Context: an optimization exercise on an open-source flow, tuned for small area. The choices shown serve that exercise and are no tape-out recipe. Only simulation tests tie the RTL to the original design; equivalence was not proved. Power figures rest on the tool's default switching activity, not on a simulated workload.

[flow/config.mk]
export PLATFORM = sky130hd
export DESIGN_NAME = SYS_TOP
export DESIGN_NICKNAME = SYS_TOP
export VERILOG_FILES = /design/flow/design.v
export SDC_FILE = /design/flow/constraint.sdc
export NUM_CORES = 4
export LEC_CHECK = 0
export CAP_MARGIN = 20
export CORE_MARGIN = 2
export CORE_UTILIZATION = 40
export SLEW_MARGIN = 20
[flow/constraint.sdc]
create_clock -name core_clock -period 40.0 [get_ports {CLK}]
set_input_delay 8.0000 -clock core_clock [delete_from_list [all_inputs] [get_ports {CLK}]]
set_output_delay 8.0000 -clock core_clock [all_outputs]
set_load 0.01 [all_outputs]
[flow/design.v]
module SYS_TOP (
 input  wire RST_N,
 input  wire CLK,
 input  wire UART_RX_IN,
 output wire UART_TX_O,
 output wire parity_error,
 output wire framing_error
);
reg  [7:0] reg0, reg1;
reg        r2_p32, r2_p16, r2_typ, r2_en;      
reg  [4:0] r3;                                
wire [7:0] REG2 = {r2_p32, r2_p16, ~(r2_p32 | r2_p16), 3'b000, r2_typ, r2_en};
wire [7:0] REG3 = {2'b00, (r3 == 5'd0), r3};
reg       ract;
reg [4:0] rtm;
reg [3:0] rbit;
reg [7:0] rsr;
reg       rpar;
reg       perr, ferr;
wire rx       = UART_RX_IN;
wire rsamp    = ract & (rtm == 5'd15);
wire r_start  = (rbit == 4'd0);
wire r_data   = (rbit != 4'd0) & (rbit <= 4'd8);
wire r_par    = r2_en & (rbit == 4'd9);
wire r_stop   = r2_en ? (rbit == 4'd10) : (rbit == 4'd9);
wire r_past   = (rbit >= 4'd10) & ~r_stop;
wire r_perr   = rx ^ rpar;
wire rx_valid = rsamp & r_stop & rx;
wire r_idle   = (r_start & rx) | (r_par & r_perr) | (r_stop & rx) | r_past;
always @(posedge CLK) begin
	rtm <= ract ? rtm + 5'd1 : 5'd0;
	if (~ract)
		rbit <= 4'd0;
	else if (rsamp)
		rbit <= rbit + 4'd1;
	if (rsamp & ~rbit[3])
		rsr <= {rx, rsr[7:1]};
	else if (rsamp & r_data)
		rsr <= {rx, rsr[7:1]};
	if (rsamp & r_start)
		rpar <= r2_typ;
	else if (rsamp & r_data)
		rpar <= rpar ^ rx;
end
always @(posedge CLK or negedge RST_N) begin
	if (~RST_N) begin
		ract <= 1'b0;
		perr <= 1'b0;
		ferr <= 1'b0;
	end
	else begin
		if (~ract)
			ract <= ~rx;
		else if (rsamp & r_idle)
			ract <= 1'b0;
		if (rsamp & r_par)
			perr <= r_perr;
		if (rsamp & r_stop)
			ferr <= ~rx;
	end
end
assign parity_error  = perr;
assign framing_error = ferr;
localparam [2:0] C_IDLE = 3'd0, C_WADDR = 3'd1, C_WDATA = 3'd2, C_RADDR = 3'd3,
                 C_OPA  = 3'd4, C_OPB   = 3'd5, C_FUNC  = 3'd6, C_STUCK = 3'd7;
reg [2:0] cst;
reg [3:0] pa;           
reg       wpend;        
reg       rpend;        
reg [3:0] fn;           
reg       ago;          
reg  [3:0] ph;
reg        rinit;
wire       match = (pa[3:2] == 2'b00) | (ph == pa);
reg  [95:0] ring;
wire [7:0]  ring_tail = ring[95:88];
wire        ring_we   = wpend & (ph == pa);
wire [7:0]  ring_head = ring_we ? rsr : (rinit ? ring_tail : 8'd0);
always @(posedge CLK)
	ring <= {ring[87:0], ring_head};
always @(posedge CLK or negedge RST_N) begin
	if (~RST_N) begin
		ph    <= 4'd4;
		rinit <= 1'b0;
	end
	else begin
		ph <= (ph == 4'd15) ? 4'd4 : ph + 4'd1;
		if (ph == 4'd15)
			rinit <= 1'b1;
	end
end
wire [7:0] rdat = (pa[3:2] != 2'b00) ? ring_tail :
                  pa[1] ? (pa[0] ? REG3 : REG2) : (pa[0] ? reg1 : reg0);
wire wr_now = wpend & match;
wire rd_now = rpend & match;
always @(posedge CLK) begin
	if (rx_valid) begin
		if (cst == C_WADDR || cst == C_RADDR)
			pa <= rsr[3:0];
		else if (cst == C_OPA)
			pa <= 4'd0;
		else if (cst == C_OPB)
			pa <= 4'd1;
		if (cst == C_FUNC)
			fn <= rsr[3:0];
	end
end
always @(posedge CLK or negedge RST_N) begin
	if (~RST_N) begin
		cst    <= C_IDLE;
		wpend  <= 1'b0;
		rpend  <= 1'b0;
		ago    <= 1'b0;
		reg0   <= 8'd0;
		reg1   <= 8'd0;
		r2_p32 <= 1'b1;
		r2_p16 <= 1'b0;
		r2_typ <= 1'b0;
		r2_en  <= 1'b1;
		r3     <= 5'd0;
	end
	else begin
		ago <= 1'b0;
		if (wr_now) begin
			wpend <= 1'b0;
			if (pa[3:2] == 2'b00) case (pa[1:0])
				2'd0: reg0 <= rsr;
				2'd1: reg1 <= rsr;
				2'd2: begin r2_p32 <= rsr[7]; r2_p16 <= rsr[6]; r2_typ <= rsr[1]; r2_en <= rsr[0]; end
				2'd3: r3 <= rsr[4:0];
			endcase
		end
		if (rd_now)
			rpend <= 1'b0;
		if (rx_valid) begin
			case (cst)
				C_IDLE : cst <= (rsr == 8'hAA) ? C_WADDR :
				                (rsr == 8'hBB) ? C_RADDR :
				                (rsr == 8'hCC) ? C_OPA :
				                (rsr == 8'hDD) ? C_FUNC : C_IDLE;
				C_WADDR: cst <= C_WDATA;
				C_WDATA: begin cst <= C_IDLE; wpend <= 1'b1; end
				C_RADDR: begin cst <= C_IDLE; rpend <= 1'b1; end
				C_OPA  : begin cst <= C_OPB;  wpend <= 1'b1; end
				C_OPB  : begin cst <= C_FUNC; wpend <= 1'b1; end
				C_FUNC : begin
				         	if (rsr[3:0] == 4'hF)
				         		cst <= C_STUCK;
				         	else begin
				         		cst <= C_IDLE;
				         		ago <= 1'b1;
				         	end
				         end
				default: cst <= C_STUCK;
			endcase
		end
	end
end
reg  [15:0] S;
reg         abusy;
reg  [2:0]  acnt;
wire [7:0] A = reg0;
wire [7:0] B = reg1;
reg  [7:0] ax, ay;
reg        asub;
always @(*) begin
	if (abusy & fn[0]) begin           
		ax = S[14:7]; ay = B; asub = 1'b1;
	end
	else if (abusy) begin              
		ax = S[15:8]; ay = S[0] ? A : 8'd0; asub = 1'b0;
	end
	else begin
		ax = A; ay = B; asub = (fn != 4'd0);
	end
end
wire [8:0] asum = {1'b0, ax} + {1'b0, ay ^ {8{asub}}} + {8'd0, asub};
wire a_eq = (asum[7:0] == 8'd0);
wire a_lt = ~asum[8];
reg [15:0] res;
always @(*) begin
	case (fn)
		4'd0 : res = {7'd0, asum[8:0]};
		4'd1 : res = {{8{~asum[8]}}, asum[7:0]};
		4'd2 : res = {8'd0, B};
		4'd3 : res = {8'd0, A};
		4'd4 : res = {8'h00, A & B};
		4'd5 : res = {8'h00, A | B};
		4'd6 : res = {8'hFF, ~(A & B)};
		4'd7 : res = {8'hFF, ~(A | B)};
		4'd8 : res = {8'h00, A ^ B};
		4'd9 : res = {8'hFF, ~(A ^ B)};
		4'd10: res = {15'd0, a_eq};
		4'd11: res = {14'd0, ~a_lt & ~a_eq, 1'b0};
		4'd12: res = {14'd0, a_lt, a_lt};
		4'd13: res = {9'd0, A[7:1]};
		default: res = {7'd0, A, 1'b0};
	endcase
end
wire d_nb   = S[15] | asum[8];              
wire a_last = (acnt == 3'd7);
wire a_seq  = (fn[3:1] == 3'b001);          
reg       tact;
reg [3:0] tbit;
reg [4:0] ttm;
reg       tmore, tpar;
wire tend    = (ttm == r3);
wire t_data  = (tbit != 4'd0) & (tbit <= 4'd8);
wire t_par   = r2_en & (tbit == 4'd9);
wire t_stop  = r2_en ? (tbit == 4'd10) : (tbit == 4'd9);
wire tx_alu  = (ago & ~a_seq) | (abusy & a_last);
wire tx_go   = tx_alu | rd_now;
always @(posedge CLK) begin
	if (rd_now)
		S[7:0] <= rdat;
	else if (ago)
		S <= res;
	else if (abusy & fn[0])
		S <= {(a_last ? 8'd0 : (d_nb ? asum[7:0] : ax)), S[6:0], d_nb};
	else if (abusy)
		S <= {asum, S[7:1]};
	else if (tact & tend & t_data)
		S <= {1'b0, S[15:1]};
	if (ago)
		acnt <= 3'd0;
	else
		acnt <= acnt + 3'd1;
	if (tx_go) begin
		tbit  <= 4'd0;
		ttm   <= 5'd1;
		tmore <= tx_alu;
	end
	else if (tact) begin
		ttm <= tend ? 5'd1 : ttm + 5'd1;
		if (tend) begin
			if (t_stop) begin
				tbit  <= 4'd0;
				tmore <= 1'b0;
			end
			else
				tbit <= tbit + 4'd1;
			if (tbit == 4'd0)
				tpar <= r2_typ;
			else if (t_data)
				tpar <= tpar ^ S[0];
		end
	end
end
always @(posedge CLK or negedge RST_N) begin
	if (~RST_N) begin
		abusy <= 1'b0;
		tact  <= 1'b0;
	end
	else begin
		if (ago)
			abusy <= a_seq;
		else if (a_last)
			abusy <= 1'b0;
		if (tx_go)
			tact <= 1'b1;
		else if (tact & tend & t_stop & ~tmore)
			tact <= 1'b0;
	end
end
assign UART_TX_O = ~tact | ((tbit != 4'd0) & (t_data ? S[0] : (t_par ? tpar : 1'b1)));
endmodule
[flow/run.sh]
#!/bin/bash
# synth_recipe.tcl (not shown) runs the flow's synth.tcl, then flattens the netlist and writes it again
# the make line also repeats each setting of config.mk as NAME=value (left out here)
make -C /OpenROAD-flow-scripts/flow DESIGN_CONFIG=/design/flow/config.mk WORK_HOME=/design/flow/orfs CLKGATE_MAP_FILE= SYNTH_SCRIPT=/design/flow/synth_recipe.tcl finish
==> impl_metrics.csv, run 1 <==
group,metric,value,unit
placed_design,dpl.hpwl,14700,µm
power,p_per_area,38.8,mW/mm²
critical_path,worstSetupEndpointType,"output pin",
route,detail-route-antenna-nets,0,
route,avgRoutedWirePerCell,17.9,µm
synth,synth_flop_cell,"dfxtp_1",
route,dr.pass1.iters,8,
synth,yosysMostFrequentCell,"dfxtp_1",
cells_and_area,area_delta_synth_final,9.51,%
critical_path,required,32.00,ns
cells_and_area,drive_gt1_share,7.44,%
worst_hold_path,hold_path_class,"reg -> reg",
route,vias,6681,
power,cellLeakagePower,3.80,nW
critical_path,rrSetupSlack,35.45,ns
floorplanning,start_util,40.9,%
run,drv.max_cap_violation_count,0,
floorplanning,ios,6,
critical_path,start_kind,"flip-flop",
synth,ys_ff_latch,193,
run_status,status,"complete, no violations",
global_route,grt_max_degree,51,
sta,worst_pin_slew,0.950,ns
floorplanning,core_area,0.0218,mm²
synth,ys_warn_count,1,
critical_path,critPathCapture,"UART_TX_O",
floorplanning,fp.dieW,153,µm
route,drt_wl_total,21100,µm
global_route,antenna_found_initial,0,
cells_and_area,finalNetCount,927,
route,routed_via_density,5.66,
sta,final_hold_viol_count,0,
cells_and_area,regArea,0.00442,mm²
synth,synth_area,0.00892,mm²
critical_path,ff2ff_path_depth,11,
sta,slew_headroom,36.7,%
critical_path,cp.arrival,2.19,ns
synth,synth_common_cells,"117 x dfxtp_1, 79 x nand2_1, 72 x o21ai_0, 64 x nor2_1",
sta,fmax,0.0981,GHz
synth,syn_inst,912,
cells_and_area,multi_input_area,0.00410,mm²
critical_path,cp_max_fo,5,
sta,rsz0062_at_grt,"false",
cells_and_area,fin_cells,1180,
sta,fin_crit,10.19,ns
synth,ys_seq_area_share,49.6,%
synth,synth_edf_count,35,
clock_network,htree_levels,4,
cells_and_area,fillCellCount,2092,
placed_design,dp.cells,1148,
clock_network,cts_resized,0,
placed_design,gp_congestion,0.889,
critical_path,rr_startpoint,"abusy",
synth,async_reset_ff_share,21.2,%
synth,synth_top_cell_by_area,"dfxtp_1",
synth,yosysTopAreaCellShare,26.3,%
synth,synth_nets,952,
sta,setup-tns-final,0,ns
global_route,grt_pass1_wl,34600,µm
synth,syn_area_per_cell,9.78,µm²
clock_network,cts_sinks,193,
route,drcViolationCount,0,
floorplanning,fp.dieArea,0.0235,mm²
global_route,overflow,0,
synth,netlist-cell-type-count,73,
power,ir_drop,37.6,µV
clock_network,postCtsSetupRepairBufs,0,
clock_network,cts_tree,"done",
sta,fin_skew,0.0193,ns
global_route,grt.total_usage,18.4,%
floorplanning,placementRows,54,
cells_and_area,diodes,0,
sta,maxSlewViolCount,0,
clock_network,cts_buffer_depth,2,
route,drtIter0Drc,707,
clock_network,clock_latency,0.44,ns
critical_path,r2r_end,"S[8]",
placed_design,io_buffer_count,5,
global_route,first_global_vias,6216,
sta,finalSetupViolCount,0,
critical_path,crit_type,"reg -> out",
synth,synthTopCellsByArea,"dfxtp_1 26%, edfxtp_1 12%, dfrtp_1 11%, ha_1 5.1%, o21ai_0 4.0%",
sta,min_period_over_period,25.5,%
clock_network,cts-root-buf,"clkbuf_16",
power,power,0.000379,W
floorplanning,die_h,153,µm
clock_network,cts_hold_buf,0,
clock_network,cts_buffers,17,
clock_network,cts.clk_slew.worst_paths,0.09,ns
critical_path,worstSetupStartpoint,"tbit[0]",
how the worst min path moves through the flow:
| stage | start | endpoint | slack [ns] | depth (start not counted) |
|---|---|---|---|---|
| after global routing | ring[65] | ring[73] | 0.32 | 0 |
| after global placement | ring[64] | ring[72] | 0.31 | 0 |
| after CTS | ring[86] | ring[94] | 0.33 | 0 |
| after detailed placement | ring[10] | ring[18] | 0.31 | 0 |
| after floorplan | ring[2] | ring[10] | 0.31 | 0 |
| final | ring[11] | ring[19] | 0.32 | 0 |
sequential cells by signal, summed over array words and instances, names as in the netlist, 3 cells and up:
name	cells
S	16
acnt	3
cst	3
fn	4
pa	4
ph	4
r3	5
rbit	4
reg0	8
reg1	8
ring	96
rsr	8
rtm	5
tbit	4
ttm	5
stage by stage:
| stage | area [µm²] | worst slack (ns) | hold slack [ns] | util (%) |
|---|---|---|---|---|
| after floorplan | 8920 | 30.81 | 0.310 | - |
| after global placement | 9130 | 30.09 | 0.310 | 41.8 |
| after detailed placement | 9130 | 30.00 | 0.312 | 41.8 |
| after CTS | 9760 | 29.77 | 0.326 | 44.7 |
| after global routing | 9770 | 29.63 | 0.325 | 44.7 |
| final | 9770 | 29.81 | 0.324 | 44.7 |
critical path: stages (launching register included):
cell and delay (ns):
dfxtp_1 0.44, inv_1 0.10, ha_1 0.23, mux2_2 0.23, nor2_1 0.04, o21ai_0 0.17
clkdlybuf4s50_1 0.56
area by class of cell:
cell class              count  share of cell area [%]
well taps                 280                    3.59
repair buffers             11                   0.922
clock inverters            15                    2.09
inverters                  45                    1.73
clock buffers              17                    4.36
flip-flops and latches    193                    45.3
multi-input cells         619                    42.0
cells by family (layout without fill, tap and decap cells):
kind of cell | after synthesis | after routing | share of synthesized area (%)
mux | 34 | 34 | 4.41
compound gates | 234 | 234 | 17.1
simple gates | 272 | 272 | 15.0
flops | 193 | 193 | 49.6
buf+inv | 100 | 88 | 4.42
fa+ha+maj | 37 | 37 | 5.28
xor+xnor | 42 | 42 | 4.13
routing by layer:
| layer | GRT usage [%] | wire length (µm) |
|---|---|---|
| met5 | 0 | 0 |
| met4 | 6.00 | 390 |
| met3 | 3.40 | 1380 |
| met2 | 28.3 | 9610 |
| met1 | 26.4 | 9730 |
report_power, final:
| group | switching (W) | internal (W) |
|---|---|---|
| Sequential | 0.000000865 | 0.000199 |
| Combinational | 0.00000167 | 0.00000134 |
| Clock | 0.0000891 | 0.0000871 |
| Total | 0.0000916 | 0.000287 |
placed cells by master (no fill, tap or decap), types with 35 or more instances in the layout:
| cell type | netlist | layout |
|---|---|---|
| a21oi_1 | 42 | 41 |
| dfrtp_1 | 38 | 38 |
| dfxtp_1 | 117 | 117 |
| edfxtp_1 | 35 | 35 |
| ha_1 | 36 | 36 |
| inv_1 | 44 | 44 |
| nand2_1 | 79 | 79 |
| nand3_1 | 36 | 36 |
| nor2_1 | 64 | 64 |
| o21ai_0 | 72 | 72 |
==> inputs of run 2 (changes only) <==
--- a/flow/config.mk
+++ b/flow/config.mk
@@ -7,2 +7,3 @@
 export LEC_CHECK = 0
+export ABC_AREA = 1
 export CAP_MARGIN = 20
==> run 2 against run 1 <==
Effect of this change: critical endpoint unchanged; flip-flop and latch count unchanged; routed wire length fell by 1.6%; largest cell class unchanged; area after synthesis decreased by 5.5%; worst hold slack improved by 0.00057 ns; still clean; largest power group unchanged; via count is 2.5% higher.
==> impl_metrics.csv, run 2 <==
group,metric,value,unit
power,ir_drop,28.9,µV
synth,syn_area_per_cell,8.62,µm²
synth,ys_warn_count,1,
worst_hold_path,holdPathStages,0,
placed_design,io_buffer_count,5,
clock_network,cts-root-buf,"clkbuf_16",
floorplanning,fp.dieArea,0.0222,mm²
run,drv.max_cap_violation_count,0,
sta,worst_pin_slew,0.987,ns
floorplanning,placementRows,53,
critical_path,required,32.00,ns
global_route,overflow,0,
route,drt_wl_total,20800,µm
sta,min_period_over_period,25.4,%
critical_path,cp.arrival,2.18,ns
sta,maxSlewViolCount,0,
critical_path,start_kind,"flip-flop",
global_route,grt_max_degree,42,
clock_network,cts_tree,"done",
synth,async_reset_ff_share,21.2,%
cells_and_area,largest_reg_flops,96,
synth,ys_seq_area_share,52.5,%
cells_and_area,layout_commonest_cell,"nand2_1",
synth,synth_top_cell_by_area,"dfxtp_1",
route,vias,6846,
route,dr.pass1.iters,7,
clock_network,cts_sinks,193,
cells_and_area,diodes,0,
route,drtIter0Drc,688,
synth,synth_area,0.00843,mm²
synth,synthTopCellsByArea,"dfxtp_1 28%, edfxtp_1 12%, dfrtp_1 11%, nand2_1 8.3%, o21ai_0 5.7%",
route,drcViolationCount,0,
clock_network,cts_buffer_depth,2,
floorplanning,ios,6,
critical_path,crit_chain,"inv_1, ha_1, a21oi_1, inv_1, nand2_1, inv_1, nand2_1, nand3_1, clkdlybuf4s50_1",
cells_and_area,largestRegisters,"ring: 96 flops, S: 16 flops",
route,detail-route-antenna-nets,0,
critical_path,rr_startpoint,"fn[0]",
synth,yosysTopAreaCellShare,27.8,%
placed_design,place_area,0.00873,mm²
power,p_per_area,47.3,mW/mm²
synth,synth_edf_count,35,
clock_network,postCtsSetupRepairBufs,0,
global_route,antenna_found_initial,0,
critical_path,cp_max_fo,5,
floorplanning,die_h,149,µm
cells_and_area,drive_gt1_share,5.32,%
cells_and_area,area_delta_synth_final,11.1,%
sta,finalSetupViolCount,0,
route,avgRoutedWirePerCell,16.3,µm
synth,yosysMostFrequentCell,"nand2_1",
cells_and_area,final_cell_area,0.00937,mm²
critical_path,slowest_delay,0.49,ns
critical_path,worstSetupStartpoint,"tbit[0]",
sta,holdWs,0.325,ns
critical_path,worstSetupEndpointType,"output pin",
global_route,grt.total_usage,19.3,%
sta,fin_skew,0.0137,ns
worst_hold_path,hold_path_class,"reg -> reg",
cells_and_area,fillCellCount,2077,
synth,synth_flop_cell,"dfxtp_1",
critical_path,cpMaxStageDelayCell,"clkdlybuf4s50_1",
synth,syn_inst,978,
clock_network,cts_hold_buf,0,
sta,final_hold_viol_count,0,
clock_network,clock_latency,0.44,ns
power,cellLeakagePower,4.08,nW
floorplanning,core_area,0.0208,mm²
synth,synth_nets,1018,
sta,setup-tns-final,0,ns
critical_path,critPathMostFrequentCell,"inv_1",
synth,ys_ff_latch,193,
synth,synth_common_cells,"187 x nand2_1, 117 x dfxtp_1, 111 x inv_1, 96 x o21ai_0, 89 x nor2_1",
sta,rsz0062_at_grt,"false",
clock_network,htree_levels,4,
floorplanning,start_util,40.5,%
placed_design,gp_congestion,0.906,
run_status,status,"complete, no violations",
cells_and_area,regMostFlops,"ring",
clock_network,cts_resized,0,
cells_and_area,layout_common_cells,"187 x nand2_1, 117 x dfxtp_1, 111 x inv_1, 96 x o21ai_0, 89 x nor2_1",
worst_hold_path,hold_start,"ring[68]",
critical_path,ff2ff_path_depth,20,
synth,netlist-cell-type-count,47,
sta,fin_crit,10.18,ns
sta,slew_headroom,34.2,%
clock_network,cts_buffers,17,
clock_network,cts.clk_slew.worst_paths,0.08,ns
floorplanning,fp.dieW,149,µm
route,routed_via_density,5.39,
placed_design,dpl.hpwl,15000,µm
critical_path,crit_type,"reg -> out",
global_route,first_global_vias,6347,
global_route,grt_pass1_wl,33300,µm
sta,fmax,0.0982,GHz
cells_and_area,finalNetCount,1023,
## run 2: cell count changes after synthesis, moves of 12 or more
cell,delta
and2_1,-12
xnor2_1,-12
mux2i_1,-19
nand2b_1,-14
o21ai_0,+24
clkbuf_1,-31
nor2_1,+25
nand2_1,+108
xor2_1,-16
inv_1,+67
## run 2: routing by layer
metal  track usage, %  share of wire, %
met1             26.7                46
met2             30.2                45
met3             3.91               6.5
met4             6.62               2.0
met5                0                 0
## run 2: critical path: cells and delay by family, from the launching register on
| kind | cells | cell delay [ns] |
|---|---|---|
| buf+inv | 4 | 0.70 |
| flops | 1 | 0.40 |
| fa+ha+maj | 1 | 0.23 |
| compound gates | 1 | 0.23 |
| simple gates | 3 | 0.18 |
## run 2: cell type report
class                      count  area, µm²  area share (%)
clock buffer                  18        439            4.69
multi-input combinational    649       3480            37.1
tap                          275        344            3.67
inverter                     117        439            4.69
timing repair buffer           5       45.0           0.481
sequential                   193       4420            47.2
clock inverter                14        198            2.11
## run 2: cells by family after synthesis
family | count (synthesis) | share of synthesized area [%]
simple gates | 368 | 18.4
compound gates | 229 | 15.7
flops | 193 | 52.5
buf+inv | 136 | 6.25
fa+ha+maj | 37 | 5.58
xor+xnor | 14 | 1.45
mux | 1 | 0.134
## run 2: power by group
part           leakage (nW)  total [W]  switching, W  internal [W]
combinational          1.98  0.0000457     0.0000280     0.0000177
clock                 0.307   0.000176     0.0000874     0.0000887
sequential             1.79   0.000222     0.0000105      0.000211
## run 2: path summary, 6_finish.rpt
| path | end | slack [ns] |
|---|---|---|
| max in group asynchronous | r3[1] | 31.65 |
| worst min register to register | ring[76] | 0.32 |
| worst min-delay path | ring[76] | 0.32 |
| worst max register to register | S[15] | 35.70 |
| worst max-delay path | UART_TX_O | 29.82 |
| min in group asynchronous | ph[0] | 7.72 |
## run 2: metrics by stage
stage	utilization [%]	setup slack, ns	instances	power (W)
after floorplan	-	30.84	978	0.000258
after global placement	41.9	30.28	1239	0.000270
after detailed placement	41.9	30.26	1239	0.000272
after CTS	45.0	29.78	1271	0.000449
after global routing	45.0	29.63	1271	0.000464
final	45.0	29.82	1271	0.000443

## static timing again, ports no longer ideal
The flow's constraints put no driver on any port. The routed layouts listed below were extracted and timed again, unchanged, in two steps. Step 1 sets driving cells, clkbuf_16 on the clock port and buf_2 on the other inputs (assumed; they add their load-dependent delay and slew). Step 2 also shifts input and output timing later by t, the mid clock arrival at the registers, as if the neighbouring blocks saw the same clock. a / b / c = no drivers / after step 1 / after step 2; a / b = the first two.
run	shift t [ns]	setup slack, ns	worst setup path after step 2	worst register clock-pin slew, ns
run 1	0.476	29.808 / 29.760 / 30.007	input to register	0.09 / 0.09
run 2	0.477	29.821 / 29.778 / 30.254	register to output	0.08 / 0.08
After both steps every run listed still meets setup and hold.
